From an optimization exercise on the open Yosys and OpenROAD flow, aimed at a short achievable clock period and few clock cycles; shortcuts taken in it are not production practice. In this exercise RTL edits were held to simulation tests only and were not proved equivalent to the original. The flow treats the clock pin as an ideal source, which a real chip does not have.

==> flow/design.v, too long to show whole: its modules and the start of the top module <==
// module fadd_c1: 53 lines
// module tzc23: 8 lines
// module fadd_c2: 21 lines
// module fadd_c3: 32 lines
// module fadd_p: 28 lines
// module fmul_s1: 32 lines
// module fmul_s2: 24 lines
// module fmul_p: 26 lines
// module csmul: 55 lines
// module csmula: 58 lines
// module fdiv_p: 99 lines
// module fdiv_s7: 45 lines
// module finv_tab: 514 lines
// module fsqrt_p: 107 lines
// module fsqrt_tab: 515 lines
// module ftoi: 17 lines
// module itof_p: 34 lines
// module floor_p: 45 lines
// module cpu: 620 lines
// module alu: 35 lines
// module brcmp: 34 lines
// module add3: 8 lines
module cpu(
	input wire clk,
	input wire rstn,
	output wire[15:0] inst_addr,
	input wire[31:0] inst_data,
	output wire[18:0] mem_addr,
	output wire[31:0] mem_wdata,
	input wire[31:0] mem_rdata,
	output wire mem_enable,
	output wire[3:0] mem_wea,
	output wire uart_wenable,
	input wire uart_wdone,
	output wire[31:0] uart_wd,
	output wire uart_renable,
	input wire uart_rdone,
	input wire[31:0] uart_rd
);
  // ...
==> flow/flow/run.sh <==
#!/bin/bash
# Layout flow: the standard synthesis, then the standard ORFS steps with
# their timing repair asked to reach below the clock period (a setup margin;
# the SDC, clock and I/O constraints are the standard flow's, unchanged), without gate
# cloning (its clones can leave small slew/capacitance violations after
# routing), with the port buffers made of ordinary buffers (sizable by the
# repair) rather than delay cells, and with more antenna-repair passes after
# detailed routing.
# Each step's output goes to a log of its own in the work folder.
set -euo pipefail
KNOBS=(SETUP_SLACK_MARGIN=${MARGIN:-18.3} TNS_END_PERCENT=${TNS:-30} SKIP_GATE_CLONING=1
       MAX_REPAIR_ANTENNAS_ITER_DRT=12 "BUFFER_PORTS_ARGS=-buffer_cell sky130_fd_sc_hd__buf_4")
bash standard.sh synth > flow_1_synth.log 2>&1
bash standard.sh "${KNOBS[@]}" floorplan > flow_2_floorplan.log 2>&1
bash standard.sh "${KNOBS[@]}" place > flow_3_place.log 2>&1
bash standard.sh "${KNOBS[@]}" cts > flow_4_cts.log 2>&1
bash standard.sh "${KNOBS[@]}" grt > flow_5_grt.log 2>&1
bash standard.sh "${KNOBS[@]}" finish > flow_6_route_finish.log 2>&1
==> flow/standard.sh <==
#!/bin/bash
# synth_recipe.tcl (not shown) runs the flow's synth.tcl, then flattens the netlist and writes it again
# the make line also repeats each setting of config.mk as NAME=value (left out here)
make -C /OpenROAD-flow-scripts/flow DESIGN_CONFIG=/design/flow/config.mk WORK_HOME=/design/flow/orfs CLKGATE_MAP_FILE= SYNTH_SCRIPT=/design/flow/synth_recipe.tcl "${@:-finish}"
==> flow/config.mk <==
export PLATFORM = sky130hd
export DESIGN_NAME = cpu
export DESIGN_NICKNAME = cpu
export VERILOG_FILES = /design/flow/design.v
export SDC_FILE = /design/flow/constraint.sdc
export NUM_CORES = 8
export LEC_CHECK = 0
export CAP_MARGIN = 35
export CORE_MARGIN = 2
export CORE_UTILIZATION = 40
export SLEW_MARGIN = 35
export SYNTH_HIERARCHICAL = 1
==> flow/constraint.sdc <==
create_clock -name core_clock -period 25.0 [get_ports {clk}]
set_input_delay 5.0000 -clock core_clock [delete_from_list [all_inputs] [get_ports {clk}]]
set_output_delay 5.0000 -clock core_clock [all_outputs]
set_load 0.01 [all_outputs]
==> results.rst, run 1 <==
.. list-table::
   :header-rows: 1

   * - Metric
     - Value
   * - Overflow after GRT
     - 0
   * - Multi-input combinational cell area
     - 379,300 µm²
   * - Post-Route Skew
     - 0.1948 ns
   * - Total setup buffers inserted after CTS
     - 33
   * - GR met1 Demand/Resource
     - between 30 and 40%
   * - Amount of wire on met2 after detailed routing
     - 1,053,000 µm
   * - Post-synthesis cell area
     - just under 700,000 µm²
   * - Vias post-DR
     - 465,368
   * - Crit Path Category
     - flip-flop to flip-flop
   * - Final total negative setup slack
     - 0 ns
   * - HPWL after DPL
     - 1,637,000 µm
   * - Area growth from synthesis to layout
     - 10.25%
   * - Result of the run
     - timing/DRC/antenna clean
   * - Die Ht
     - 1306 µm
   * - Post-Syn Area per Cell
     - 11.87 µm²
   * - Slew margin rel.
     - between 20% and 30%
   * - Die area
     - 1,706,000 µm²
   * - Number of instances in the placed design
     - 77,670
   * - Post-CTS Hold Fix Bufs
     - 0
   * - Global-route met3 utilization
     - 6.682%
   * - Top library cells by usage in the layout, fill and taps aside
     - fa_1, inv_1, edfxtp_1
   * - Instance count of the mapped netlist
     - 57,141
   * - Least-Margin Pin Slew
     - ~1.1 ns
   * - Worst hold stages
     - 0
   * - Sequential cell area
     - 261,900 µm²
   * - Metal3 WL
     - 245,300 µm
   * - Flip-flop count of the largest register, all copies and words added
     - between 2,000 and 2,500
   * - NumNets Final
     - around 66,000
   * - Num ports
     - around 200
   * - Peak Freq
     - 0.1417 GHz
   * - Worst Path Required
     - 26.23 ns
   * - Count of final setup violators
     - 0
   * - Cell group occupying the most layout area
     - multi-input combinational cells
   * - Final Hold Slack
     - 0.2119 ns
   * - Hold endpoint
     - u_sqrt.ex_4[0]$_DFF_P_
   * - Routed wire per std cell
     - 29.64 µm
   * - Via count of the first global-routing pass
     - approximately 470k
Testbench counts, summed over its fixed seeds: cycles 122,120.
==> module cpu, before the edit <==
module cpu(
	input wire clk,
	input wire rstn,
	output wire[15:0] inst_addr,
	input wire[31:0] inst_data,
	output wire[18:0] mem_addr,
	output wire[31:0] mem_wdata,
	input wire[31:0] mem_rdata,
	output wire mem_enable,
	output wire[3:0] mem_wea,
	output wire uart_wenable,
	input wire uart_wdone,
	output wire[31:0] uart_wd,
	output wire uart_renable,
	input wire uart_rdone,
	input wire[31:0] uart_rd
);
	localparam OP_LW    = 6'b00_0001;
	localparam OP_SW    = 6'b00_0000;
	localparam OP_LF    = 6'b10_0001;
	localparam OP_LWR   = 6'b01_0001;
	localparam OP_LFR   = 6'b11_0001;
	localparam OP_SF    = 6'b01_0000;
	localparam OP_ADD   = 6'b00_0010;
	localparam OP_SUB   = 6'b00_0011;
	localparam OP_MUL   = 6'b00_0100;
	localparam OP_XOR   = 6'b00_0101;
	localparam OP_ADDI  = 6'b00_1000;
	localparam OP_SI    = 6'b00_1001;
	localparam OP_ORI   = 6'b00_1010;
	localparam OP_FADD  = 6'b11_0010;
	localparam OP_FSUB  = 6'b11_0011;
	localparam OP_FMUL  = 6'b11_0100;
	localparam OP_FDIV  = 6'b11_0101;
	localparam OP_FNEG  = 6'b11_0110;
	localparam OP_FABS  = 6'b11_0111;
	localparam OP_SQRT  = 6'b11_1000;
	localparam OP_FLOOR = 6'b11_1001;
	localparam OP_FTOI  = 6'b01_1010;
	localparam OP_ITOF  = 6'b10_1010;
	localparam OP_MOVF  = 6'b11_1010;
	localparam OP_J     = 6'b00_1011;
	localparam OP_JAL   = 6'b00_1100;
	localparam OP_JALR  = 6'b00_1101;
	localparam OP_SLT   = 6'b00_0111;
	localparam OP_SLTF  = 6'b01_0010;
	localparam OP_BNE   = 6'b10_1100;
	localparam OP_BLE   = 6'b10_1110;
	localparam OP_BEQF  = 6'b01_1100;
	localparam OP_BLTF  = 6'b01_1101;
	localparam OP_OUTB  = 6'b00_1110;
	localparam OP_INF   = 6'b11_1111;
	localparam OP_IN    = 6'b00_1111;
	localparam N_ITOF  = 2;
	localparam N_FLOOR = 2;
	localparam N_MUL   = 2;
	localparam N_FADD  = 3;
	localparam N_FMUL  = 2;
	localparam N_FDIV  = 9;
	localparam N_SQRT  = 9;
	localparam KM = 10;       
	localparam S_ALU = 4'd0, S_MUL = 4'd1, S_FTOI = 4'd2, S_ITOF = 4'd3, S_MEM = 4'd4,
	           S_FADD = 4'd5, S_FMUL = 4'd6, S_FDIV = 4'd7, S_SQRT = 4'd8, S_FLOOR = 4'd9;
	localparam F_ADD = 4'd0, F_SUB = 4'd1, F_XOR = 4'd2, F_OR = 4'd3, F_SLT = 4'd4,
	           F_SHIFT = 4'd5, F_SLTF = 4'd6, F_PASS = 4'd7, F_NEG = 4'd8, F_ABS = 4'd9;
	localparam T_COND = 2'd0, T_JUMP = 2'd1, T_CALL = 2'd2, T_RET = 2'd3;
	function [11:0] opkeys(input [31:0] w);
		reg [5:0] o;
		reg br, af, bf;
		begin
			o = w[31:26];
			br = (o[5] ^ o[4]) && o[3] && o[2];
			af = o[4] && o[3:1] != 3'b000;
			bf = o[4] && o[3:0] != 4'b0001;
			opkeys = {af, w[20:16], bf, (o[3:0] == 4'b0000 || br) ? w[25:21] : w[15:11]};
		end
	endfunction
	integer j;
	reg [31:0] f1_pc;
	reg f1_valid;
	reg [31:0] f2_pc, f2_pred;
	reg f2_valid;
	reg [15:0] ia_n;
	assign inst_addr = ~ia_n;
	reg        btb_v   [0:63];
	reg [9:0]  btb_tag [0:63];
	reg [15:0] btb_tgt [0:63];
	reg [1:0]  btb_ty  [0:63];
	reg [1:0]  btb_ctr [0:63];    
	reg [5:0]  btb_lh  [0:63];    
	reg [1:0]  btb_ch  [0:63];    
	reg [1:0]  pht     [0:63];    
	reg [31:0] ras_s [0:7];
	reg [2:0]  ras_sp;
	reg [31:0] ras_a [0:7];
	reg [2:0]  ras_ap;
	reg [31:0] q_inst [0:3];
	reg [31:0] q_pc   [0:3];
	reg [31:0] q_pred [0:3];
	reg [11:0] q_keys [0:3];
	reg [1:0]  q_head;
	reg [2:0]  q_cnt;
	wire [5:0] f1_bi = f1_pc[7:2];
	wire f1_hit = btb_v[f1_bi] && btb_tag[f1_bi] == f1_pc[17:8];
	wire [31:0] f1_seq = f1_pc + 32'd4;
	wire [31:0] f1_btgt = {f1_pc[31:18], btb_tgt[f1_bi], 2'b00};
	reg push_r;
	reg [2:0] push_idx;
	reg [31:0] push_val;
	wire [2:0] ras_top_i = ras_sp - 3'd1;
	wire [31:0] ras_s_top = (push_r && push_idx == ras_top_i) ? push_val : ras_s[ras_top_i];
	reg [31:0] f1_next;
	reg f1_push, f1_pop;
	always @* begin
		f1_next = f1_seq;
		f1_push = 1'b0;
		f1_pop = 1'b0;
		if (f1_hit) begin
			case (btb_ty[f1_bi])
				T_COND: if (btb_ch[f1_bi][1] ? pht[btb_lh[f1_bi] ^ f1_bi][1] : btb_ctr[f1_bi][1]) f1_next = f1_btgt;
				T_JUMP: f1_next = f1_btgt;
				T_CALL: begin f1_next = f1_btgt; f1_push = 1'b1; end
				default: begin f1_next = ras_s_top; f1_pop = 1'b1; end
			endcase
		end
	end
	wire [2:0] f_occ = q_cnt + {2'b0, f1_valid} + {2'b0, f2_valid};
	wire f_room = f_occ <= 3'd3;
	wire [11:0] f2_keys = opkeys(inst_data);
	reg d_valid;
	reg [31:0] d_inst, d_pc, d_pred;
	reg [11:0] d_keys;
	reg [31:0] rf [1:63];
	reg        iw_v [0:KM];
	reg [4:0]  iw_r [0:KM];
	reg [3:0]  iw_s [0:KM];
	reg        fw_v [0:KM];
	reg [4:0]  fw_r [0:KM];
	reg [3:0]  fw_s [0:KM];
	reg [3:0]  ex_fn;
	reg [31:0] ex_a, ex_b;            
	reg [31:0] mu_a, mu_b;            
	reg [31:0] cv_a;                  
	reg [31:0] fa_a, fa_b;            
	reg [31:0] fm_a, fm_b;            
	reg [31:0] fd_a, fd_b;            
	reg [31:0] sq_a;                  
	reg [31:0] alu_res, mul_res, ftoi_res;
	wire [31:0] itof_d, floor_d, fadd_d, fmul_d, fdiv_d, sqrt_d;
	wire [31:0] itof_q, floor_q, fadd_q, fmul_q, fdiv_q, sqrt_q;
	wire [31:0] alu_out;
	alu u_alu(ex_fn, ex_a, ex_b, alu_out);
	wire [63:0] mu_s, mu_c;
	csmul #(32, 32) u_mul(mu_a, mu_b, mu_s, mu_c);
	reg [31:0] mu_s_r, mu_c_r;
	wire [31:0] mul_d = mu_s_r + mu_c_r;
	wire [31:0] ftoi_d;
	ftoi u_ftoi(cv_a, ftoi_d);
	itof_p u_itof(clk, cv_a, itof_d, itof_q);
	floor_p u_floor(clk, cv_a, floor_d, floor_q);
	fadd_p u_fadd(clk, fa_a, fa_b, fadd_d, fadd_q);
	fmul_p u_fmul(clk, fm_a, fm_b, fmul_d, fmul_q);
	wire [31:0] inv7;
	fdiv_p u_fdiv(clk, fd_a, fd_b, fdiv_d, fdiv_q, inv7);
	fsqrt_p u_sqrt(clk, sq_a, sqrt_d, sqrt_q);
	reg [31:0] iwb_e, fwb_e, iwb_n, fwb_n;
	always @* begin
		case (iw_s[0])
			S_MUL:   iwb_e = mul_res;
			S_FTOI:  iwb_e = ftoi_res;
			default: iwb_e = alu_res;
		endcase
		case (fw_s[0])
			S_ITOF:  fwb_e = itof_q;
			S_FLOOR: fwb_e = floor_q;
			S_FADD:  fwb_e = fadd_q;
			S_FMUL:  fwb_e = fmul_q;
			S_FDIV:  fwb_e = fdiv_q;
			S_SQRT:  fwb_e = sqrt_q;
			default: fwb_e = alu_res;
		endcase
		case (iw_s[1])
			S_MUL:   iwb_n = mul_d;
			S_FTOI:  iwb_n = ftoi_d;
			default: iwb_n = alu_out;
		endcase
		case (fw_s[1])
			S_ITOF:  fwb_n = itof_d;
			S_FLOOR: fwb_n = floor_d;
			S_FADD:  fwb_n = fadd_d;
			S_FMUL:  fwb_n = fmul_d;
			S_FDIV:  fwb_n = fdiv_d;
			S_SQRT:  fwb_n = sqrt_d;
			default: fwb_n = alu_out;
		endcase
	end
	wire [31:0] iwb = iw_s[0] == S_MEM ? mem_rdata : iwb_e;
	wire [31:0] fwb = fw_s[0] == S_MEM ? mem_rdata : fwb_e;
	wire [31:0] di = d_inst;
	wire [5:0] op = di[31:26];
	wire [4:0] f_rd = di[25:21];
	wire [15:0] imm = di[15:0];
	wire [5:0] a_key = d_keys[11:6];
	wire [5:0] b_key = d_keys[5:0];
	wire aF = a_key[5];
	wire bF = b_key[5];
	reg rc_v;
	reg [5:0] rc_key;
	reg [31:0] rc_val;
	reg pc_v;
	reg [5:0] pc_key;
	reg [31:0] pc_val;
	reg fl_v [1:8];           
	reg [5:0] fl_k [1:8];
	reg fl_p [1:8];           
	wire hit_r = rc_v && b_key == rc_key;
	wire hit_p = pc_v && b_key == pc_key;
	wire fdiv_hit = op == OP_FDIV && (hit_r || hit_p);
	wire [31:0] rc_hit_val = hit_r ? rc_val : pc_val;
	reg uA, uB, wr, wF;
	reg [3:0] k;       
	reg [3:0] src;     
	reg [3:0] fn;      
	reg c_load, c_store, c_br, c_j, c_jal, c_jalr, c_out, c_in, c_lwr, c_fsub;
	reg b_imm;
	reg [31:0] immv;
	always @* begin
		uA = 1'b0; uB = 1'b0; wr = 1'b0; wF = op[5];
		k = 4'd2; src = S_ALU; fn = F_PASS;
		c_load = 1'b0; c_store = 1'b0; c_br = 1'b0; c_j = 1'b0; c_jal = 1'b0; c_jalr = 1'b0;
		c_out = 1'b0; c_in = 1'b0; c_lwr = 1'b0; c_fsub = 1'b0;
		b_imm = 1'b0; immv = {{16{imm[15]}}, imm};
		case (op)
			OP_LW, OP_LF: begin uA = 1'b1; wr = 1'b1; c_load = 1'b1; src = S_MEM; end
			OP_LWR, OP_LFR: begin uA = 1'b1; uB = 1'b1; wr = 1'b1; c_load = 1'b1; c_lwr = 1'b1; src = S_MEM; end
			OP_SW, OP_SF: begin uA = 1'b1; uB = 1'b1; c_store = 1'b1; end
			OP_ADD: begin uA = 1'b1; uB = 1'b1; wr = 1'b1; fn = F_ADD; end
			OP_SUB: begin uA = 1'b1; uB = 1'b1; wr = 1'b1; fn = F_SUB; end
			OP_XOR: begin uA = 1'b1; uB = 1'b1; wr = 1'b1; fn = F_XOR; end
			OP_SLT: begin uA = 1'b1; uB = 1'b1; wr = 1'b1; fn = F_SLT; end
			OP_MUL: begin uA = 1'b1; uB = 1'b1; wr = 1'b1; src = S_MUL; k = N_MUL + 1; end
			OP_ADDI: begin uA = 1'b1; wr = 1'b1; fn = F_ADD; b_imm = 1'b1; end
			OP_SI: begin uA = 1'b1; wr = 1'b1; fn = F_SHIFT; b_imm = 1'b1; end
			OP_ORI: begin uA = 1'b1; wr = 1'b1; fn = F_OR; b_imm = 1'b1; immv = {16'h0, imm}; end
			OP_FADD: begin uA = 1'b1; uB = 1'b1; wr = 1'b1; src = S_FADD; k = N_FADD + 1; end
			OP_FSUB: begin uA = 1'b1; uB = 1'b1; wr = 1'b1; src = S_FADD; k = N_FADD + 1; c_fsub = 1'b1; end
			OP_FMUL: begin uA = 1'b1; uB = 1'b1; wr = 1'b1; src = S_FMUL; k = N_FMUL + 1; end
			OP_FDIV: begin
				uA = 1'b1; wr = 1'b1;
				if (fdiv_hit) begin src = S_FMUL; k = N_FMUL + 1; end
				else begin uB = 1'b1; src = S_FDIV; k = N_FDIV + 1; end
			end
			OP_FNEG: begin uA = 1'b1; wr = 1'b1; fn = F_NEG; end
			OP_FABS: begin uA = 1'b1; wr = 1'b1; fn = F_ABS; end
			OP_MOVF: begin uA = 1'b1; wr = 1'b1; fn = F_PASS; end
			OP_SQRT: begin uA = 1'b1; wr = 1'b1; src = S_SQRT; k = N_SQRT + 1; end
			OP_FLOOR: begin uA = 1'b1; wr = 1'b1; src = S_FLOOR; k = N_FLOOR + 1; end
			OP_FTOI: begin uA = 1'b1; wr = 1'b1; src = S_FTOI; end
			OP_ITOF: begin uA = 1'b1; wr = 1'b1; src = S_ITOF; k = N_ITOF + 1; end
			OP_SLTF: begin uA = 1'b1; uB = 1'b1; wr = 1'b1; fn = F_SLTF; end
			OP_J: begin c_j = 1'b1; end
			OP_JAL: begin wr = 1'b1; c_j = 1'b1; c_jal = 1'b1; end
			OP_JALR: begin uA = 1'b1; wr = 1'b1; c_jalr = 1'b1; end
			OP_BNE, OP_BLE, OP_BEQF, OP_BLTF: begin uA = 1'b1; uB = 1'b1; c_br = 1'b1; end
			OP_OUTB: begin uA = 1'b1; c_out = 1'b1; end
			OP_IN, OP_INF: begin wr = 1'b1; c_in = 1'b1; end
			default: ;
		endcase
	end
	wire [4:0] wIdx = c_jal ? 5'd31 : f_rd;
	wire wr_eff = wr && (wF || wIdx != 5'd0);
	wire [5:0] w_key = {wF, wIdx};
	reg [KM:0] a_m, b_m, w_m;
	integer jm;
	always @* begin
		for (jm = 0; jm <= KM; jm = jm + 1) begin
			a_m[jm] = aF ? (fw_v[jm] && fw_r[jm] == a_key[4:0]) : (iw_v[jm] && iw_r[jm] == a_key[4:0]);
			b_m[jm] = bF ? (fw_v[jm] && fw_r[jm] == b_key[4:0]) : (iw_v[jm] && iw_r[jm] == b_key[4:0]);
			w_m[jm] = wF ? (fw_v[jm] && fw_r[jm] == wIdx) : (iw_v[jm] && iw_r[jm] == wIdx);
		end
	end
	wire a_far = |a_m[KM:2];                  
	wire b_far = |b_m[KM:2];
	wire [3:0] a_s1 = aF ? fw_s[1] : iw_s[1];    
	wire [3:0] a_s0 = aF ? fw_s[0] : iw_s[0];    
	wire [3:0] b_s1 = bF ? fw_s[1] : iw_s[1];
	wire [3:0] b_s0 = bF ? fw_s[0] : iw_s[0];
	wire a_n = a_m[1];                         
	wire a_w = a_m[0] && !a_m[1];              
	wire b_n = b_m[1];
	wire b_w = b_m[0] && !b_m[1];
	wire a_late = a_s0 == S_MEM;               
	wire b_late = b_s0 == S_MEM;
	wire [31:0] a_rf = a_key == 6'd0 ? 32'h0 : rf[a_key];
	wire [31:0] b_rf = b_key == 6'd0 ? 32'h0 : rf[b_key];
	wire [31:0] a_rw = a_w ? (aF ? fwb_e : iwb_e) : a_rf;
	wire [31:0] b_rw = b_w ? (bF ? fwb_e : iwb_e) : b_rf;
	wire [31:0] a_cap = a_n ? (aF ? fwb_n : iwb_n) : (a_w && a_late) ? mem_rdata : a_rw;
	wire [31:0] b_cap = b_n ? (bF ? fwb_n : iwb_n) : (b_w && b_late) ? mem_rdata : b_rw;
	wire [31:0] a_capf = a_n ? fwb_n : (a_w && a_late) ? mem_rdata : a_rw;
	wire [31:0] b_capf = b_n ? fwb_n : (b_w && b_late) ? mem_rdata : b_rw;
	wire [31:0] a_capi = a_n ? iwb_n : (a_w && a_late) ? mem_rdata : a_rw;
	wire [31:0] b_capi = b_n ? iwb_n : (b_w && b_late) ? mem_rdata : b_rw;
	wire [31:0] a_br = a_n ? alu_out : (a_w && a_late) ? mem_rdata : a_rw;
	wire [31:0] b_br = b_n ? alu_out : (b_w && b_late) ? mem_rdata : b_rw;
	wire a_rdyB = !a_far && (!a_n || a_s1 == S_ALU);
	wire b_rdyB = !b_far && (!b_n || b_s1 == S_ALU);
	wire ex_sum = ex_fn == F_ADD;
	wire a_rdyE = !a_far && (a_n ? (a_s1 == S_ALU && ex_sum) : !(a_w && a_late));
	wire b_rdyE = !b_far && (b_n ? (b_s1 == S_ALU && ex_sum && !a_n) : !(b_w && b_late));
	wire a_rdyC = !a_far && (!a_n || a_s1 != S_MEM);
	wire b_rdyC = !b_far && (!b_n || b_s1 != S_MEM);
	wire needAE = c_load || c_store;
	wire needBE = c_lwr;
	wire needAB = c_br || c_jalr;
	wire needBB = c_br;
	reg uart_pend;
	reg [1:0] uin_st;      
	reg [31:0] uart_data;
	wire w_slot = wF ? fw_v[k] : iw_v[k];
	wire stall =
		(uA && !(needAE ? a_rdyE : needAB ? a_rdyB : a_rdyC)) ||
		(uB && !(needBE ? b_rdyE : needBB ? b_rdyB : b_rdyC)) ||
		(wr_eff && |(w_m >> k)) ||
		(wr_eff && w_slot) ||
		(c_out && uart_pend) ||
		(c_in && uin_st != 2'd2);
	reg sl_v, sl_br, sl_tk, sl_nb, sl_n4, sl_nr;
	reg [31:0] sl_btgt, sl_pc4, sl_rtgt;
	wire mis_r = sl_v && (sl_br ? (sl_tk ? sl_nb : sl_n4) : sl_nr);
	wire [31:0] tgt_r = sl_br ? (sl_tk ? sl_btgt : sl_pc4) : sl_rtgt;
	reg fast_r;
	reg [31:0] fast_tgt;
	wire d_ok = d_valid && !mis_r && !fast_r;
	wire issue = d_ok && !stall;
	reg [KM:1] pf_younger;
	integer jp;
	always @* begin
		for (jp = 1; jp <= KM; jp = jp + 1) pf_younger[jp] = fw_v[jp] && fw_r[jp] == fw_r[0];
	end
	wire [5:0] pf_key = {1'b1, fw_r[0]};
	wire pf_busy = fl_v[1] && fl_p[1] || fl_v[2] && fl_p[2] || fl_v[3] && fl_p[3] || fl_v[4] && fl_p[4] ||
	               fl_v[5] && fl_p[5] || fl_v[6] && fl_p[6] || fl_v[7] && fl_p[7] || fl_v[8] && fl_p[8];
	wire pf_go = fw_v[0] && fw_s[0] == S_MEM && !(|pf_younger) && !pf_busy &&
	             !(d_ok && op == OP_FDIV) && !(d_ok && wr_eff && w_key == pf_key);
	wire [31:0] pc4 = d_pc + 32'd4;
	wire [31:0] btgt = d_pc + {{14{imm[15]}}, imm, 2'b00};
	wire [31:0] jtgt = {4'b0, di[25:0], 2'b00};
	wire [31:0] rtgt = {a_br[31:2], 2'b00};
	wire taken, eq_rtgt;
	brcmp u_brcmp(op, a_br, b_br, d_pred, taken, eq_rtgt);
	wire eq_pc4 = d_pred == pc4;
	wire eq_btgt = d_pred == btgt;
	wire eq_jtgt = d_pred == jtgt;
	wire mis_fast = !c_br && !c_jalr && (c_j ? !eq_jtgt : !eq_pc4);
	wire [31:0] fast_next = c_j ? jtgt : pc4;
	wire redirect = mis_r || fast_r;
	wire [5:0] d_bi = d_pc[7:2];
	wire [18:0] off = c_lwr ? b_rw[18:0] : imm[15] ? {3'b111, imm} : {3'b000, imm};
	wire [18:0] ag_x = (a_n || (c_lwr && b_n)) ? ex_a[18:0] : a_rw[18:0];
	wire [18:0] ag_y = (a_n || (c_lwr && b_n)) ? ex_b[18:0] : off;
	wire [18:0] ag_z = a_n ? off : (c_lwr && b_n) ? a_rw[18:0] : 19'd0;
	wire [18:0] agu;
	add3 #(19) u_agu(ag_x, ag_y, ag_z, agu);
	reg bu_v, bu_taken;
	reg [5:0] bu_idx;
	reg [9:0] bu_tag;
	reg [15:0] bu_tgt;
	reg [1:0] bu_ty;
	wire bu_hit = btb_v[bu_idx] && btb_tag[bu_idx] == bu_tag && btb_ty[bu_idx] == T_COND;
	wire [1:0] bu_ctr = btb_ctr[bu_idx];
	wire [5:0] bu_lh = btb_lh[bu_idx];
	wire [1:0] bu_ch = btb_ch[bu_idx];
	reg [5:0] bu_lhd;    
	wire [5:0] bu_pi = bu_lhd ^ bu_idx;
	wire [1:0] bu_pht = pht[bu_pi];
	function [1:0] cnt(input [1:0] c, input up);
		begin
			cnt = up ? (c == 2'b11 ? 2'b11 : c + 2'b01) : (c == 2'b00 ? 2'b00 : c - 2'b01);
		end
	endfunction
	wire [1:0] bu_new_ctr = !bu_hit ? (bu_taken ? 2'b10 : 2'b01) : cnt(bu_ctr, bu_taken);
	wire [5:0] bu_new_lh = !bu_hit ? {5'b0, bu_taken} : {bu_lh[4:0], bu_taken};
	wire [1:0] bu_new_ch = !bu_hit ? 2'b01 :
	                       bu_ctr[1] == bu_pht[1] ? bu_ch : cnt(bu_ch, bu_pht[1] == bu_taken);
	reg [18:0] mem_addr_r;
	reg [31:0] mem_wdata_r;
	reg mem_en_r;
	reg [3:0] mem_wea_r;
	reg uart_wen_r, uart_ren_r;
	reg [31:0] uart_wd_r;
	assign mem_addr = mem_addr_r;
	assign mem_wdata = mem_wdata_r;
	assign mem_enable = mem_en_r;
	assign mem_wea = mem_wea_r;
	assign uart_wenable = uart_wen_r;
	assign uart_renable = uart_ren_r;
	assign uart_wd = uart_wd_r;
	wire [31:0] f1_pc_n = !rstn ? 32'h0 :
	                      redirect ? (mis_r ? tgt_r : fast_tgt) :
	                      f1_valid ? f1_next : f1_pc;
	wire d_take = !d_valid || issue;
	wire q_nonempty = q_cnt != 3'd0;
	wire [1:0] q_tail = q_head + q_cnt[1:0];
	always @(posedge clk) begin
		alu_res <= alu_out;
		mu_s_r <= mu_s[31:0];
		mu_c_r <= mu_c[31:0];
		mul_res <= mul_d;
		ftoi_res <= ftoi_d;
		sl_br <= c_br;
		sl_tk <= taken;
		sl_nb <= !eq_btgt;
		sl_n4 <= !eq_pc4;
		sl_nr <= !eq_rtgt;
		sl_btgt <= btgt;
		sl_pc4 <= pc4;
		sl_rtgt <= rtgt;
		if (uart_rdone) uart_data <= uart_rd;
		if (iw_v[0] && iw_r[0] != 5'd0) rf[{1'b0, iw_r[0]}] <= iwb;
		if (fw_v[0]) rf[{1'b1, fw_r[0]}] <= fwb;
		if (d_ok && src == S_ALU) begin
			ex_fn <= fn;
			ex_a <= (c_jal || c_jalr) ? pc4 : c_in ? uart_data : a_cap;
			ex_b <= b_imm ? immv : b_cap;
		end
		if (d_ok && src == S_MUL) begin
			mu_a <= a_capi;
			mu_b <= b_capi;
		end
		if (d_ok && (src == S_FTOI || src == S_ITOF || src == S_FLOOR)) cv_a <= a_cap;
		if (d_ok && src == S_FADD) begin
			fa_a <= a_capf;
			fa_b <= c_fsub ? {~b_capf[31], b_capf[30:0]} : b_capf;
		end
		if (d_ok && src == S_FMUL) begin
			fm_a <= a_capf;
			fm_b <= fdiv_hit ? rc_hit_val : b_capf;
		end
		if (pf_go) fd_b <= mem_rdata;
		else if (d_ok && src == S_FDIV) begin
			fd_a <= a_capf;
			fd_b <= b_capf;
		end
		if (d_ok && src == S_SQRT) sq_a <= a_capf;
		fast_tgt <= fast_next;
		push_idx <= ras_sp;
		push_val <= f1_seq;
		mem_addr_r <= agu;
		mem_wdata_r <= b_cap;
		uart_wd_r <= a_capi;
		ia_n <= ~f1_pc_n[17:2];
		if (issue && c_jal) ras_a[ras_ap] <= pc4;
		bu_idx <= d_bi;
		bu_lhd <= btb_lh[d_bi];
		bu_tag <= d_pc[17:8];
		bu_tgt <= c_br ? btgt[17:2] : jtgt[17:2];
		bu_ty <= c_br ? T_COND : c_jalr ? T_RET : c_jal ? T_CALL : T_JUMP;
		bu_taken <= taken;
		if (bu_v) begin
			btb_tag[bu_idx] <= bu_tag;
			btb_tgt[bu_idx] <= bu_tgt;
			btb_ty[bu_idx] <= bu_ty;
			btb_ctr[bu_idx] <= bu_new_ctr;
			btb_lh[bu_idx] <= bu_new_lh;
			btb_ch[bu_idx] <= bu_new_ch;
		end
		if (f2_valid) begin
			q_inst[q_tail] <= inst_data;
			q_pc[q_tail] <= f2_pc;
			q_pred[q_tail] <= f2_pred;
			q_keys[q_tail] <= f2_keys;
		end
		if (d_take) begin
			if (q_nonempty) begin
				d_inst <= q_inst[q_head];
				d_pc <= q_pc[q_head];
				d_pred <= q_pred[q_head];
				d_keys <= q_keys[q_head];
			end else begin
				d_inst <= inst_data;
				d_pc <= f2_pc;
				d_pred <= f2_pred;
				d_keys <= f2_keys;
			end
		end
		if (f1_valid) begin
			f2_pc <= f1_pc;
			f2_pred <= f1_next;
		end
		if (mis_r || fast_r) begin
			for (j = 0; j < 8; j = j + 1) ras_s[j] <= ras_a[j];
		end else if (push_r) begin
			ras_s[push_idx] <= push_val;
		end
		if (!rstn) begin
			f1_pc <= 32'h0;
			f1_valid <= 1'b1;
			f2_valid <= 1'b0;
			q_cnt <= 3'd0;
			q_head <= 2'd0;
			d_valid <= 1'b0;
			ras_sp <= 3'd0;
			ras_ap <= 3'd0;
			sl_v <= 1'b0;
			fast_r <= 1'b0;
			push_r <= 1'b0;
			rc_v <= 1'b0;
			pc_v <= 1'b0;
			for (j = 1; j <= 8; j = j + 1) fl_v[j] <= 1'b0;
			bu_v <= 1'b0;
			for (j = 0; j < 64; j = j + 1) begin
				btb_v[j] <= 1'b0;
				pht[j] <= 2'b01;
			end
			for (j = 0; j <= KM; j = j + 1) begin
				iw_v[j] <= 1'b0;
				fw_v[j] <= 1'b0;
			end
			mem_en_r <= 1'b0;
			mem_wea_r <= 4'h0;
			uart_wen_r <= 1'b0;
			uart_ren_r <= 1'b0;
			uart_pend <= 1'b0;
			uin_st <= 2'd0;
		end else begin
			sl_v <= issue && (c_br || c_jalr);
			fast_r <= issue && mis_fast;
			if (redirect) begin
				f1_pc <= f1_pc_n;
				f1_valid <= 1'b1;
				f2_valid <= 1'b0;
				q_cnt <= 3'd0;
				d_valid <= 1'b0;
			end else begin
				f2_valid <= f1_valid;
				f1_pc <= f1_pc_n;
				f1_valid <= f_room;
				if (d_take) begin
					d_valid <= q_nonempty || f2_valid;
					if (q_nonempty) begin
						q_head <= q_head + 2'd1;
						q_cnt <= q_cnt - 3'd1 + {2'b0, f2_valid};
					end else begin
						q_cnt <= q_cnt;
					end
				end else begin
					q_cnt <= q_cnt + {2'b0, f2_valid};
				end
			end
			if (mis_r || fast_r) ras_sp <= ras_ap;
			else if (!redirect && f1_valid && f1_push) ras_sp <= ras_sp + 3'd1;
			else if (!redirect && f1_valid && f1_pop) ras_sp <= ras_sp - 3'd1;
			push_r <= !redirect && f1_valid && f1_push;
			if (issue && c_jal) ras_ap <= ras_ap + 3'd1;
			else if (issue && c_jalr) ras_ap <= ras_ap - 3'd1;
			bu_v <= issue && (c_br || c_j || c_jalr);
			if (bu_v) btb_v[bu_idx] <= 1'b1;
			if (bu_v && bu_hit) pht[bu_pi] <= cnt(bu_pht, bu_taken);
			for (j = 1; j < 8; j = j + 1) begin
				fl_v[j + 1] <= fl_v[j] && !(issue && wr_eff && w_key == fl_k[j]);
				fl_k[j + 1] <= fl_k[j];
				fl_p[j + 1] <= fl_p[j];
			end
			fl_v[1] <= pf_go || (issue && op == OP_FDIV && !fdiv_hit && !(wr_eff && w_key == b_key));
			fl_k[1] <= pf_go ? pf_key : b_key;
			fl_p[1] <= pf_go;
			if (fl_v[8] && !fl_p[8]) begin
				rc_v <= 1'b1;
				rc_key <= fl_k[8];
				rc_val <= inv7;
			end
			if (issue && wr_eff && w_key == ((fl_v[8] && !fl_p[8]) ? fl_k[8] : rc_key)) rc_v <= 1'b0;
			if (fl_v[8] && fl_p[8]) begin
				pc_v <= 1'b1;
				pc_key <= fl_k[8];
				pc_val <= inv7;
			end
			if (issue && wr_eff && w_key == ((fl_v[8] && fl_p[8]) ? fl_k[8] : pc_key)) pc_v <= 1'b0;
			for (j = 0; j < KM; j = j + 1) begin
				iw_v[j] <= iw_v[j + 1];
				iw_r[j] <= iw_r[j + 1];
				iw_s[j] <= iw_s[j + 1];
				fw_v[j] <= fw_v[j + 1];
				fw_r[j] <= fw_r[j + 1];
				fw_s[j] <= fw_s[j + 1];
			end
			iw_v[KM] <= 1'b0;
			fw_v[KM] <= 1'b0;
			if (issue && wr_eff) begin
				if (wF) begin
					fw_v[k - 4'd1] <= 1'b1;
					fw_r[k - 4'd1] <= wIdx;
					fw_s[k - 4'd1] <= src;
				end else begin
					iw_v[k - 4'd1] <= 1'b1;
					iw_r[k - 4'd1] <= wIdx;
					iw_s[k - 4'd1] <= src;
				end
			end
			mem_en_r <= issue && (c_load || c_store);
			mem_wea_r <= (issue && c_store) ? 4'hf : 4'h0;
			uart_wen_r <= issue && c_out;
			uart_ren_r <= 1'b0;
			if (issue && c_out) uart_pend <= 1'b1;
			else if (uart_wdone || uart_rdone) uart_pend <= 1'b0;
			if (d_ok && c_in) begin
				if (uin_st == 2'd0 && !uart_pend) begin
					uart_ren_r <= 1'b1;
					uart_pend <= 1'b1;
					uin_st <= 2'd1;
				end else if (uin_st == 2'd1 && uart_rdone) begin
					uin_st <= 2'd2;
				end else if (uin_st == 2'd2 && issue) begin
					uin_st <= 2'd0;
				end
			end
		end
	end
endmodule
==> inputs of run 2 (changes only) <==
--- a/flow/design.v
+++ b/flow/design.v
@@ -1797,11 +1797,11 @@
 	reg [15:0] ia_n;
 	assign inst_addr = ~ia_n;
-	reg        btb_v   [0:63];
-	reg [9:0]  btb_tag [0:63];
-	reg [15:0] btb_tgt [0:63];
-	reg [1:0]  btb_ty  [0:63];
-	reg [1:0]  btb_ctr [0:63];    
-	reg [5:0]  btb_lh  [0:63];    
-	reg [1:0]  btb_ch  [0:63];    
+	reg        btb_v   [0:31];
+	reg [10:0] btb_tag [0:31];
+	reg [15:0] btb_tgt [0:31];
+	reg [1:0]  btb_ty  [0:31];
+	reg [1:0]  btb_ctr [0:31];    
+	reg [5:0]  btb_lh  [0:31];    
+	reg [1:0]  btb_ch  [0:31];    
 	reg [1:0]  pht     [0:63];    
 	reg [31:0] ras_s [0:7];
@@ -1815,6 +1815,6 @@
 	reg [1:0]  q_head;
 	reg [2:0]  q_cnt;
-	wire [5:0] f1_bi = f1_pc[7:2];
-	wire f1_hit = btb_v[f1_bi] && btb_tag[f1_bi] == f1_pc[17:8];
+	wire [4:0] f1_bi = f1_pc[6:2];
+	wire f1_hit = btb_v[f1_bi] && btb_tag[f1_bi] == f1_pc[17:7];
 	wire [31:0] f1_seq = f1_pc + 32'd4;
 	wire [31:0] f1_btgt = {f1_pc[31:18], btb_tgt[f1_bi], 2'b00};
@@ -1832,5 +1832,5 @@
 		if (f1_hit) begin
 			case (btb_ty[f1_bi])
-				T_COND: if (btb_ch[f1_bi][1] ? pht[btb_lh[f1_bi] ^ f1_bi][1] : btb_ctr[f1_bi][1]) f1_next = f1_btgt;
+				T_COND: if (btb_ch[f1_bi][1] ? pht[btb_lh[f1_bi] ^ {1'b0, f1_bi}][1] : btb_ctr[f1_bi][1]) f1_next = f1_btgt;
 				T_JUMP: f1_next = f1_btgt;
 				T_CALL: begin f1_next = f1_btgt; f1_push = 1'b1; end
@@ -1843,4 +1843,5 @@
 	wire [11:0] f2_keys = opkeys(inst_data);
 	reg d_valid;
+	reg d_el;           
 	reg [31:0] d_inst, d_pc, d_pred;
 	reg [11:0] d_keys;
@@ -1852,4 +1853,6 @@
 	reg [4:0]  fw_r [0:KM];
 	reg [3:0]  fw_s [0:KM];
+	reg        iw_e [0:KM];    
+	reg        fw_e [0:KM];
 	reg [3:0]  ex_fn;
 	reg [31:0] ex_a, ex_b;            
@@ -1861,4 +1864,5 @@
 	reg [31:0] sq_a;                  
 	reg [31:0] alu_res, mul_res, ftoi_res;
+	reg [31:0] ld_hold;       
 	wire [31:0] itof_d, floor_d, fadd_d, fmul_d, fdiv_d, sqrt_d;
 	wire [31:0] itof_q, floor_q, fadd_q, fmul_q, fdiv_q, sqrt_q;
@@ -1881,4 +1885,5 @@
 	always @* begin
 		case (iw_s[0])
+			S_MEM:   iwb_e = ld_hold;
 			S_MUL:   iwb_e = mul_res;
 			S_FTOI:  iwb_e = ftoi_res;
@@ -1886,4 +1891,5 @@
 		endcase
 		case (fw_s[0])
+			S_MEM:   fwb_e = ld_hold;
 			S_ITOF:  fwb_e = itof_q;
 			S_FLOOR: fwb_e = floor_q;
@@ -1909,6 +1915,6 @@
 		endcase
 	end
-	wire [31:0] iwb = iw_s[0] == S_MEM ? mem_rdata : iwb_e;
-	wire [31:0] fwb = fw_s[0] == S_MEM ? mem_rdata : fwb_e;
+	wire [31:0] iwb = (iw_s[0] == S_MEM && !iw_e[0]) ? mem_rdata : iwb_e;
+	wire [31:0] fwb = (fw_s[0] == S_MEM && !fw_e[0]) ? mem_rdata : fwb_e;
 	wire [31:0] di = d_inst;
 	wire [5:0] op = di[31:26];
@@ -1946,5 +1952,5 @@
 		b_imm = 1'b0; immv = {{16{imm[15]}}, imm};
 		case (op)
-			OP_LW, OP_LF: begin uA = 1'b1; wr = 1'b1; c_load = 1'b1; src = S_MEM; end
+			OP_LW, OP_LF: begin uA = !d_el; wr = 1'b1; c_load = 1'b1; src = S_MEM; end
 			OP_LWR, OP_LFR: begin uA = 1'b1; uB = 1'b1; wr = 1'b1; c_load = 1'b1; c_lwr = 1'b1; src = S_MEM; end
 			OP_SW, OP_SF: begin uA = 1'b1; uB = 1'b1; c_store = 1'b1; end
@@ -2004,25 +2010,33 @@
 	wire b_n = b_m[1];
 	wire b_w = b_m[0] && !b_m[1];
-	wire a_late = a_s0 == S_MEM;               
-	wire b_late = b_s0 == S_MEM;
+	wire a_e1 = aF ? fw_e[1] : iw_e[1];         
+	wire b_e1 = bF ? fw_e[1] : iw_e[1];
+	wire a_e0 = aF ? fw_e[0] : iw_e[0];
+	wire b_e0 = bF ? fw_e[0] : iw_e[0];
+	wire a_late = a_s0 == S_MEM && !a_e0;      
+	wire b_late = b_s0 == S_MEM && !b_e0;
+	wire a_ld1 = a_s1 == S_MEM && a_e1;        
+	wire b_ld1 = b_s1 == S_MEM && b_e1;
 	wire [31:0] a_rf = a_key == 6'd0 ? 32'h0 : rf[a_key];
 	wire [31:0] b_rf = b_key == 6'd0 ? 32'h0 : rf[b_key];
 	wire [31:0] a_rw = a_w ? (aF ? fwb_e : iwb_e) : a_rf;
 	wire [31:0] b_rw = b_w ? (bF ? fwb_e : iwb_e) : b_rf;
-	wire [31:0] a_cap = a_n ? (aF ? fwb_n : iwb_n) : (a_w && a_late) ? mem_rdata : a_rw;
-	wire [31:0] b_cap = b_n ? (bF ? fwb_n : iwb_n) : (b_w && b_late) ? mem_rdata : b_rw;
-	wire [31:0] a_capf = a_n ? fwb_n : (a_w && a_late) ? mem_rdata : a_rw;
-	wire [31:0] b_capf = b_n ? fwb_n : (b_w && b_late) ? mem_rdata : b_rw;
-	wire [31:0] a_capi = a_n ? iwb_n : (a_w && a_late) ? mem_rdata : a_rw;
-	wire [31:0] b_capi = b_n ? iwb_n : (b_w && b_late) ? mem_rdata : b_rw;
-	wire [31:0] a_br = a_n ? alu_out : (a_w && a_late) ? mem_rdata : a_rw;
-	wire [31:0] b_br = b_n ? alu_out : (b_w && b_late) ? mem_rdata : b_rw;
-	wire a_rdyB = !a_far && (!a_n || a_s1 == S_ALU);
-	wire b_rdyB = !b_far && (!b_n || b_s1 == S_ALU);
+	wire a_mem = (a_n && a_ld1) || (a_w && a_late);    
+	wire b_mem = (b_n && b_ld1) || (b_w && b_late);
+	wire [31:0] a_cap = a_mem ? mem_rdata : a_n ? (aF ? fwb_n : iwb_n) : a_rw;
+	wire [31:0] b_cap = b_mem ? mem_rdata : b_n ? (bF ? fwb_n : iwb_n) : b_rw;
+	wire [31:0] a_capf = a_mem ? mem_rdata : a_n ? fwb_n : a_rw;
+	wire [31:0] b_capf = b_mem ? mem_rdata : b_n ? fwb_n : b_rw;
+	wire [31:0] a_capi = a_mem ? mem_rdata : a_n ? iwb_n : a_rw;
+	wire [31:0] b_capi = b_mem ? mem_rdata : b_n ? iwb_n : b_rw;
+	wire [31:0] a_br = a_mem ? mem_rdata : a_n ? alu_out : a_rw;
+	wire [31:0] b_br = b_mem ? mem_rdata : b_n ? alu_out : b_rw;
+	wire a_rdyB = !a_far && (!a_n || a_s1 == S_ALU || a_ld1);
+	wire b_rdyB = !b_far && (!b_n || b_s1 == S_ALU || b_ld1);
 	wire ex_sum = ex_fn == F_ADD;
 	wire a_rdyE = !a_far && (a_n ? (a_s1 == S_ALU && ex_sum) : !(a_w && a_late));
 	wire b_rdyE = !b_far && (b_n ? (b_s1 == S_ALU && ex_sum && !a_n) : !(b_w && b_late));
-	wire a_rdyC = !a_far && (!a_n || a_s1 != S_MEM);
-	wire b_rdyC = !b_far && (!b_n || b_s1 != S_MEM);
+	wire a_rdyC = !a_far && (!a_n || a_s1 != S_MEM || a_e1);
+	wire b_rdyC = !b_far && (!b_n || b_s1 != S_MEM || b_e1);
 	wire needAE = c_load || c_store;
 	wire needBE = c_lwr;
@@ -2070,5 +2084,5 @@
 	wire [31:0] fast_next = c_j ? jtgt : pc4;
 	wire redirect = mis_r || fast_r;
-	wire [5:0] d_bi = d_pc[7:2];
+	wire [4:0] d_bi = d_pc[6:2];
 	wire [18:0] off = c_lwr ? b_rw[18:0] : imm[15] ? {3'b111, imm} : {3'b000, imm};
 	wire [18:0] ag_x = (a_n || (c_lwr && b_n)) ? ex_a[18:0] : a_rw[18:0];
@@ -2078,6 +2092,6 @@
 	add3 #(19) u_agu(ag_x, ag_y, ag_z, agu);
 	reg bu_v, bu_taken;
-	reg [5:0] bu_idx;
-	reg [9:0] bu_tag;
+	reg [4:0] bu_idx;
+	reg [10:0] bu_tag;
 	reg [15:0] bu_tgt;
 	reg [1:0] bu_ty;
@@ -2087,6 +2101,8 @@
 	wire [1:0] bu_ch = btb_ch[bu_idx];
 	reg [5:0] bu_lhd;    
-	wire [5:0] bu_pi = bu_lhd ^ bu_idx;
+	wire [5:0] bu_pi = bu_lhd ^ {1'b0, bu_idx};
 	wire [1:0] bu_pht = pht[bu_pi];
+	reg pu_v, pu_taken;
+	reg [5:0] pu_pi;
 	function [1:0] cnt(input [1:0] c, input up);
 		begin
@@ -2117,6 +2133,23 @@
 	wire q_nonempty = q_cnt != 3'd0;
 	wire [1:0] q_tail = q_head + q_cnt[1:0];
+	wire [31:0] qh_inst = q_inst[q_head];
+	wire [4:0] qh_base = qh_inst[20:16];
+	wire qh_ld = qh_inst[31:26] == OP_LW || qh_inst[31:26] == OP_LF;
+	reg qh_pend;
+	integer je;
+	always @* begin
+		qh_pend = iw_v[0] && iw_r[0] == qh_base && iw_s[0] == S_MEM && !iw_e[0];
+		for (je = 1; je <= KM; je = je + 1)
+			if (iw_v[je] && iw_r[je] == qh_base) qh_pend = 1'b1;
+	end
+	wire qh_w = iw_v[0] && iw_r[0] == qh_base;
+	wire [31:0] qh_rb = qh_base == 5'd0 ? 32'h0 : qh_w ? iwb_e : rf[{1'b0, qh_base}];
+	wire [18:0] el_addr = qh_rb[18:0] + {{3{qh_inst[15]}}, qh_inst[15:0]};
+	wire el_go = q_nonempty && qh_ld && !qh_pend && !mis_r && !fast_r &&
+	             !(d_ok && (c_load || c_store)) &&
+	             !(d_ok && wr_eff && !wF && wIdx == qh_base);
 	always @(posedge clk) begin
 		alu_res <= alu_out;
+		ld_hold <= mem_rdata;
 		mu_s_r <= mu_s[31:0];
 		mu_c_r <= mu_c[31:0];
@@ -2152,5 +2185,5 @@
 			fm_b <= fdiv_hit ? rc_hit_val : b_capf;
 		end
-		if (pf_go) fd_b <= mem_rdata;
+		if (pf_go) fd_b <= fw_e[0] ? ld_hold : mem_rdata;
 		else if (d_ok && src == S_FDIV) begin
 			fd_a <= a_capf;
@@ -2161,12 +2194,14 @@
 		push_idx <= ras_sp;
 		push_val <= f1_seq;
-		mem_addr_r <= agu;
+		mem_addr_r <= el_go ? el_addr : agu;
 		mem_wdata_r <= b_cap;
 		uart_wd_r <= a_capi;
 		ia_n <= ~f1_pc_n[17:2];
 		if (issue && c_jal) ras_a[ras_ap] <= pc4;
+		pu_pi <= bu_pi;
+		pu_taken <= bu_taken;
 		bu_idx <= d_bi;
 		bu_lhd <= btb_lh[d_bi];
-		bu_tag <= d_pc[17:8];
+		bu_tag <= d_pc[17:7];
 		bu_tgt <= c_br ? btgt[17:2] : jtgt[17:2];
 		bu_ty <= c_br ? T_COND : c_jalr ? T_RET : c_jal ? T_CALL : T_JUMP;
@@ -2186,4 +2221,5 @@
 			q_keys[q_tail] <= f2_keys;
 		end
+		d_el <= d_take && q_nonempty && el_go;
 		if (d_take) begin
 			if (q_nonempty) begin
@@ -2224,8 +2260,7 @@
 			for (j = 1; j <= 8; j = j + 1) fl_v[j] <= 1'b0;
 			bu_v <= 1'b0;
-			for (j = 0; j < 64; j = j + 1) begin
-				btb_v[j] <= 1'b0;
-				pht[j] <= 2'b01;
-			end
+			pu_v <= 1'b0;
+			for (j = 0; j < 32; j = j + 1) btb_v[j] <= 1'b0;
+			for (j = 0; j < 64; j = j + 1) pht[j] <= 2'b01;
 			for (j = 0; j <= KM; j = j + 1) begin
 				iw_v[j] <= 1'b0;
@@ -2271,5 +2306,6 @@
 			bu_v <= issue && (c_br || c_j || c_jalr);
 			if (bu_v) btb_v[bu_idx] <= 1'b1;
-			if (bu_v && bu_hit) pht[bu_pi] <= cnt(bu_pht, bu_taken);
+			pu_v <= bu_v && bu_hit;
+			if (pu_v) pht[pu_pi] <= cnt(pht[pu_pi], pu_taken);
 			for (j = 1; j < 8; j = j + 1) begin
 				fl_v[j + 1] <= fl_v[j] && !(issue && wr_eff && w_key == fl_k[j]);
@@ -2296,7 +2332,9 @@
 				iw_r[j] <= iw_r[j + 1];
 				iw_s[j] <= iw_s[j + 1];
+				iw_e[j] <= iw_e[j + 1];
 				fw_v[j] <= fw_v[j + 1];
 				fw_r[j] <= fw_r[j + 1];
 				fw_s[j] <= fw_s[j + 1];
+				fw_e[j] <= fw_e[j + 1];
 			end
 			iw_v[KM] <= 1'b0;
@@ -2307,11 +2345,13 @@
 					fw_r[k - 4'd1] <= wIdx;
 					fw_s[k - 4'd1] <= src;
+					fw_e[k - 4'd1] <= c_load && d_el;
 				end else begin
 					iw_v[k - 4'd1] <= 1'b1;
 					iw_r[k - 4'd1] <= wIdx;
 					iw_s[k - 4'd1] <= src;
+					iw_e[k - 4'd1] <= c_load && d_el;
 				end
 			end
-			mem_en_r <= issue && (c_load || c_store);
+			mem_en_r <= el_go || (issue && (c_store || (c_load && !d_el)));
 			mem_wea_r <= (issue && c_store) ? 4'hf : 4'h0;
 			uart_wen_r <= issue && c_out;
==> run 2 against run 1 <==
  * Still clean
  * Core utilization is 0.26 points lower
  * Sequential cell count fell by 1158
  * Clock-buffer cell count decreased by 234
==> results.rst, run 2 <==
.. list-table::
   :header-rows: 1

   * - Metric
     - Value
   * - Overflow after GRT
     - 0 (unchanged)
   * - Unrepaired setup endpoints after global routing
     - true (unchanged)
   * - Peak Freq
     - 0.1404 GHz (was 0.1417 GHz)
   * - Worst hold stages
     - 0 (unchanged)
   * - Worst Path Required
     - 20.00 ns (was 26.23 ns)
   * - Final period util
     - 28.48% (was 28.24%)
   * - Placement Rows
     - 465 (was 478)
   * - Area growth from synthesis to layout
     - 9.659% (was 10.25%)
   * - Critical Path Slowest Stage Cell
     - dfxtp_2 (was o32a_1)
   * - Yosys synthesis warning count
     - 21 (unchanged)
   * - Detailed-routing iteration count for the pre-antenna-repair pass
     - 7 (was 10)
   * - Vias per cell
     - 5.759 (was 5.816)
   * - Placed cell areas
     - 665,900 µm² (was 705,600 µm²)
   * - Final max-slew violation count
     - 0 (unchanged)
   * - Count of final setup violators
     - 0 (unchanged)
   * - Clock root cell
     - clkbuf_16 (unchanged)
   * - Commonest non-fill, non-tap cell in the layout
     - fa_1 (unchanged)
   * - Top library cells by usage in the layout, fill and taps aside
     - fa_1, inv_1, nand2_1 (was fa_1, inv_1, edfxtp_1)
   * - First-iteration detailed-routing DRC count
     - 50,153 (was 54,286)
   * - Number of buffers added by the clock tree synthesis step
     - 933 (was 1,167)
   * - Num ports
     - 206 (unchanged)
   * - Worst-path clk slew
     - 0.06 ns (was 0.07 ns)
   * - Final cell count without fillers
     - 78,150 (was 80,015)
   * - Crit path DAT
     - 2.12 ns (was 8.29 ns)
   * - Number of sinks handled by clock tree synthesis
     - 8,673 (was 9,831)
   * - Cell family contributing the most delay on the critical path
     - flip-flops (was compound AO/OA/AOI/OAI gates)
   * - Post-Syn Area per Cell
     - 11.31 µm² (was 11.87 µm²)
   * - Instance count of the mapped netlist
     - 56,703 (was 57,141)
   * - Kind of capture point of the worst setup path
     - primary output (was flip-flop)
   * - Via count of the first global-routing pass
     - 457,080 (was 472,033)
   * - Largest fanout of any net on the critical path
     - 1 (was 17)
   * - CTS tree
     - yes (unchanged)
   * - Vias post-DR
     - 450,093 (was 465,368)
   * - Number of instances in the placed design
     - 75,812 (was 77,670)
   * - Final Hold Slack
     - 0.2479 ns (was 0.2119 ns)
   * - Critical path buffer and inverter count
     - 1 (was 2)
   * - Share of layout cells above drive strength 1
     - 12.66% (was 13.63%)
   * - Initial Util
     - 40.06% (was 40.07%)
   * - Least-Margin Pin Slew
     - 1.329 ns (was 1.127 ns)
   * - HPWL after DPL
     - 1,636,000 µm (was 1,637,000 µm)
   * - Die area
     - 1,614,000 µm² (was 1,706,000 µm²)
   * - Number of violations of the max-capacitance limit
     - 0 (unchanged)
   * - Maximum number of pins on one net before global-route repair
     - 135 (was 149)
   * - Metal3 WL
     - 211,000 µm (was 245,300 µm)
   * - Maximum count of clock buffers along a single path
     - 5 (was 6)
   * - NumNets Final
     - 65,034 (was 65,790)
   * - Min-Delay Path Class
     - flip-flop to flip-flop (unchanged)
   * - Post-synthesis cell area
     - 641,400 µm² (was 678,000 µm²)
   * - Final total negative setup slack
     - 0 ns (unchanged)
   * - Routed metal-1 wirelength
     - 891,200 µm (was 929,300 µm)
   * - Total GRT Usage
     - 27.96% (was 27.34%)
   * - First-pass GRT wire length
     - 3,304,000 µm (was 3,409,000 µm)
   * - Flip-flop count of the largest register, all copies and words added
     - 2,016 (unchanged)
   * - Number of nets with antenna violations after routing
     - 0 (unchanged)
   * - Final critical delay including setup and external delays
     - 7.120 ns (was 7.059 ns)
   * - Result of the run
     - timing/DRC/antenna clean (unchanged)
   * - Highest cell delay on the worst timing path
     - 0.57 ns (was 0.69 ns)
   * - Antenna violations before repair
     - 261 (was 279)
   * - Core area
     - 1,601,000 µm² (was 1,692,000 µm²)
   * - Final design instance area without fill
     - 703,300 µm² (was 747,600 µm²)
   * - Die Ht
     - 1270 µm (was 1306 µm)
   * - Post-Route Skew
     - 0.1965 ns (was 0.1948 ns)
   * - Port Buf Inserts
     - 205 (unchanged)
   * - Clock latency reported for the late side of the worst-skew pair
     - 1.35 ns (was 1.39 ns)
   * - Total length of routed wires
     - 2,291,000 µm (was 2,371,000 µm)
   * - Routed wire per std cell
     - 29.32 µm (was 29.64 µm)
   * - Startpoint types
     - flip-flop (unchanged)
   * - Count of endpoints failing hold in the final timing report
     - 0 (unchanged)
   * - Slew margin rel.
     - 11.43% (was 24.85%)
   * - Cells traversed along the worst timing path
     - buf_4 (was inv_1 -> ha_1 -> or3b_1 -> and3b_1 -> o221ai_1 -> nand3b_1 -> a31o_1 -> a21oi_2 -> mux2i_1 -> a41o_1 -> o32a_1 -> a21o_1 -> inv_1 -> ha_4 -> nand3_4 -> nor3_4 -> nand3_2 -> o311ai_1 -> nor2_1 -> a31o_1 -> a22oi_2)
   * - Global placer's final weighted congestion
     - 1.037 (was 0.9909)
   * - H-tree levels
     - 6 (was 7)
   * - X dimension of the die
     - 1270 µm (was 1306 µm)
   * - Number of gates on the worst path with buffers counted
     - 1 (was 21)
   * - Uppermost layer routed
     - met5 (unchanged)
   * - Post-CTS Hold Fix Bufs
     - 0 (unchanged)
   * - Count of unresolved DRC violations after routing
     - 0 (unchanged)
   * - Crit Path Category
     - flip-flop to primary output (was flip-flop to flip-flop)
   * - Amount of wire on met2 after detailed routing
     - 1,031,000 µm (was 1,053,000 µm)
   * - Count of cells along the worst register-to-register path
     - 24 (was 21)
==> run 2: changes by cell type in the layout (fill, tap and decap cells not counted), moves of 75 or more <==
cell and delta:
a22oi_1 -189, mux2i_1 +123, nand3_1 +137, clkbuf_16 -246, dfxtp_4 -90, a21oi_1 +75, diode_2 +241, nand2_1 +479
o22ai_1 -84, edfxtp_1 -1162, mux4_2 -331, o21ai_0 +132
==> run 2: cell type report <==
| cell class | instances | area [µm²] |
|---|---|---|
| well taps | 21248 | 26590 |
| clock inverters | 505 | 6317 |
| inverters | 6663 | 25040 |
| clock buffers | 1253 | 26310 |
| diodes | 473 | 1184 |
| repair buffers | 1648 | 14620 |
| multi-input cells | 37687 | 376400 |
| fillers | 148871 | 897800 |
| flip-flops and latches | 8673 | 226800 |
==> run 2: worst paths after layout <==
kind	slack [ns]	startpoint	endpoint
worst min register to register	0.25	u_fdiv.e_6[0]$_DFF_P_	u_fdiv.e_7[0]$_DFF_P_
worst max register to register	17.98	ex_b[1]$_DFFE_PP_	bu_taken$_DFF_P_
worst max-delay path	17.88	mem_addr_r[4]$_DFF_P_	mem_addr[4]
worst min-delay path	0.25	u_fdiv.e_6[0]$_DFF_P_	u_fdiv.e_7[0]$_DFF_P_
==> run 2: timing repair <==
item,4_1_cts,5_1_grt
buffers inserted,74,10
gates resized for setup,383,82
endpoints found under the setup margin,1002,1115
pin swaps,37,4
==> run 2: metal layers <==
metal	vias up	track usage, %
li1	189728	-
met1	233311	36.51
met4	82	15.89
met3	4752	5.482
met5	-	0
met2	22220	43.70
==> run 2: stage by stage <==
stage	setup slack, ns	util [%]
6_report	17.88	43.93
5_1_grt	17.91	43.90
4_1_cts	17.89	43.79
3_5_place_dp	15.99	41.59
3_3_place_gp	15.96	41.49
2_1_floorplan	17.24	-
Testbench counts of run 2, summed over its fixed seeds: cycles 118,261.
==> inputs of run 3 (changes only) <==
--- a/flow/design.v
+++ b/flow/design.v
@@ -2167,28 +2167,17 @@
 		if (iw_v[0] && iw_r[0] != 5'd0) rf[{1'b0, iw_r[0]}] <= iwb;
 		if (fw_v[0]) rf[{1'b1, fw_r[0]}] <= fwb;
-		if (d_ok && src == S_ALU) begin
-			ex_fn <= fn;
-			ex_a <= (c_jal || c_jalr) ? pc4 : c_in ? uart_data : a_cap;
-			ex_b <= b_imm ? immv : b_cap;
-		end
-		if (d_ok && src == S_MUL) begin
-			mu_a <= a_capi;
-			mu_b <= b_capi;
-		end
-		if (d_ok && (src == S_FTOI || src == S_ITOF || src == S_FLOOR)) cv_a <= a_cap;
-		if (d_ok && src == S_FADD) begin
-			fa_a <= a_capf;
-			fa_b <= c_fsub ? {~b_capf[31], b_capf[30:0]} : b_capf;
-		end
-		if (d_ok && src == S_FMUL) begin
-			fm_a <= a_capf;
-			fm_b <= fdiv_hit ? rc_hit_val : b_capf;
-		end
-		if (pf_go) fd_b <= fw_e[0] ? ld_hold : mem_rdata;
-		else if (d_ok && src == S_FDIV) begin
-			fd_a <= a_capf;
-			fd_b <= b_capf;
-		end
-		if (d_ok && src == S_SQRT) sq_a <= a_capf;
+		ex_fn <= fn;
+		ex_a <= (c_jal || c_jalr) ? pc4 : c_in ? uart_data : a_cap;
+		ex_b <= b_imm ? immv : b_cap;
+		mu_a <= src == S_MUL ? a_capi : 32'h0;
+		mu_b <= src == S_MUL ? b_capi : 32'h0;
+		cv_a <= (src == S_FTOI || src == S_ITOF || src == S_FLOOR) ? a_cap : 32'h0;
+		fa_a <= src == S_FADD ? a_capf : 32'h0;
+		fa_b <= src != S_FADD ? 32'h0 : c_fsub ? {~b_capf[31], b_capf[30:0]} : b_capf;
+		fm_a <= src == S_FMUL ? a_capf : 32'h0;
+		fm_b <= src != S_FMUL ? 32'h0 : fdiv_hit ? rc_hit_val : b_capf;
+		fd_a <= src == S_FDIV ? a_capf : 32'h0;
+		fd_b <= pf_go ? (fw_e[0] ? ld_hold : mem_rdata) : src == S_FDIV ? b_capf : 32'h0;
+		sq_a <= src == S_SQRT ? a_capf : 32'h0;
 		fast_tgt <= fast_next;
 		push_idx <= ras_sp;
==> run 3 against run 2 <==
  * Routed wire length decreased by 0.45%
  * Sequential cell count increased by 1
  * Clock skew grew 0.032 ns
  * Die area fell by 0.70%
  * Worst setup slack improved by 0.044 ns
  * Clock-buffer cell count down 94
  * Final area fell by 0.50%
  * Critical path type unchanged
==> results.rst, run 3 <==
.. list-table::
   :header-rows: 1

   * - Metric
     - Value
   * - Result of the run
     - timing/DRC/antenna clean (unchanged)
   * - Amount of wire on met2 after detailed routing
     - 989,200 µm (was 1,031,000 µm)
   * - HPWL after DPL
     - 1,626,000 µm (was 1,636,000 µm)
   * - Final max-slew violation count
     - 0 (unchanged)
   * - Clock root cell
     - clkbuf_16 (unchanged)
   * - Worst R2R Setup Slack
     - 18.25 ns (was 17.98 ns)
   * - Number of nets with antenna violations after routing
     - 0 (unchanged)
   * - Post-Syn Area per Cell
     - 11.31 µm² (about the same)
   * - Total GRT Usage
     - 27.94% (was 27.96%)
   * - Overflow after GRT
     - 0 (unchanged)
   * - Share of layout cells above drive strength 1
     - 13.24% (was 12.66%)
   * - Min-Delay Path Class
     - flip-flop to flip-flop (unchanged)
   * - Maximum count of clock buffers along a single path
     - 5 (unchanged)
   * - X dimension of the die
     - 1266 µm (was 1270 µm)
   * - Yosys synthesis warning count
     - 21 (unchanged)
   * - Die area
     - 1,602,000 µm² (was 1,614,000 µm²)
   * - Maximum number of pins on one net before global-route repair
     - 128 (was 135)
   * - Cell family contributing the most delay on the critical path
     - flip-flops (unchanged)
   * - Post-Route Skew
     - 0.2289 ns (was 0.1965 ns)
   * - Crit path DAT
     - 2.08 ns (was 2.12 ns)
   * - Final period util
     - 28.30% (was 28.48%)
   * - Placement Rows
     - 463 (was 465)
   * - Final critical delay including setup and external delays
     - 7.076 ns (was 7.120 ns)
   * - Largest fanout of any net on the critical path
     - 1 (unchanged)
   * - Fillers
     - 147,299 (was 148,871)
   * - Peak Freq
     - 0.1413 GHz (was 0.1404 GHz)
   * - Number of buffers added by the clock tree synthesis step
     - 939 (was 933)
   * - Critical Path Slowest Stage Cell
     - dfxtp_2 (unchanged)
   * - CTS tree
     - yes (unchanged)
   * - Number of sinks handled by clock tree synthesis
     - 8,674 (was 8,673)
   * - Die Ht
     - 1266 µm (was 1270 µm)
   * - Count of cells along the worst register-to-register path
     - 18 (was 24)
   * - Instance count of the mapped netlist
     - 56,310 (was 56,703)
   * - Uppermost layer routed
     - met5 (unchanged)
## run 3: cell type report
cell class	instances	share of cell area, %
Tap cell	21157	3.783
Timing Repair Buffer	1692	2.198
Inverter	6632	3.561
Clock buffer	1159	3.604
Multi-Input combinational cell	37322	53.74
Sequential cell	8674	31.89
Antenna cell	369	0.1320
Clock inverter	609	1.090
## run 3: worst min path at each step
stage	startpoint	cells past startpoint	to
2_1_floorplan	u_fadd.for_sticky_2$_DFF_P_	0	u_fadd.for_sticky_3$_DFF_P_
3_3_place_gp	u_sqrt.m_5[0]$_DFF_P_	0	u_sqrt.m_6[0]$_DFF_P_
3_5_place_dp	u_fdiv.x1_4[30]$_DFF_P_	0	u_fdiv.x1_5[30]$_DFF_P_
4_1_cts	u_sqrt.ex_7[3]$_DFF_P_	0	u_sqrt.ex_8[3]$_DFF_P_
5_1_grt	u_fadd.spec_d_2[11]$_DFF_P_	0	u_fadd.spec_d_3[11]$_DFF_P_
6_report	u_fadd.spec_d_2[11]$_DFF_P_	0	u_fadd.spec_d_3[11]$_DFF_P_
## run 3: worst reg2reg max path: stages (launching register included)
cell and delay [ns]:
dfxtp_1 0.31, buf_4 0.33, ha_2 0.51, nand3_2 0.29, xor2_1 0.78, o21ai_0 0.44
a21oi_1 0.30, a21oi_2 0.13, or4b_1 0.60, a22oi_2 0.26, and4_1 0.41, a21oi_1 0.16
nor3b_4 0.68, a22o_1 0.27, a21oi_1 0.12, o21ai_0 0.24, a21oi_1 0.13, nor3_2 0.48
buf_6 0.24
## run 3: routing by layer
| metal | up-vias | GRT usage, % |
|---|---|---|
| met4 | 192 | 15.66 |
| met3 | 5649 | 7.965 |
| li1 | 188048 | - |
| met1 | 232530 | 36.55 |
| met5 | - | 0.04701 |
| met2 | 24104 | 41.77 |
## run 3: through the flow
| step | area [µm²] | utilization (%) | setup WS [ns] |
|---|---|---|---|
| after floorplan | 637600 | - | 18.04 |
| after detailed placement | 661400 | 41.64 | 16.60 |
| final | 699800 | 44.05 | 17.92 |
| after global routing | 699400 | 44.03 | 17.99 |
| after global placement | 659100 | 41.49 | 16.16 |
| after CTS | 696500 | 43.85 | 17.93 |
## run 3: repair_timing
item | 4_1_cts | 5_1_grt
setup buffers | 60 | 74
hold endpoints to repair | 0 | 0
gates resized for setup | 367 | 283
pin swaps | 22 | 54
endpoints found under the setup margin | 878 | 737
Testbench counts of run 3, summed over its fixed seeds: cycles 118,261.

separate check: timing with driven ports:
The flow's constraints put no driver on any port. The routed layouts listed below were extracted and timed again, unchanged, in two steps.
Step 1 assumes that a clkbuf_16 drives the clock port and a buf_2 every other input.
Step 2 moves the port delays by t, midway between the first and last clock arrival at a register: inputs arrive t later, outputs are due t later. That takes back most of the time a late clock gives input paths.
Three values: no drivers, after step 1, after step 2; two values: the first two.
| run | shift t [ns] | setup WS [ns] | worst slew at a driven data input, ns |
|---|---|---|---|
| run 1 | 1.477 | 17.941 / 17.764 / 16.407 | 0.46 |
| run 2 | 1.454 | 17.880 / 17.672 / 16.540 | 0.71 |
| run 3 | 1.445 | 17.924 / 17.738 / 16.772 | 0.60 |
After both steps setup and hold are still met in every run listed. For run 1, which loses most, drivers alone change the setup slack by -0.177 ns; drivers and shift together by -1.534 ns.
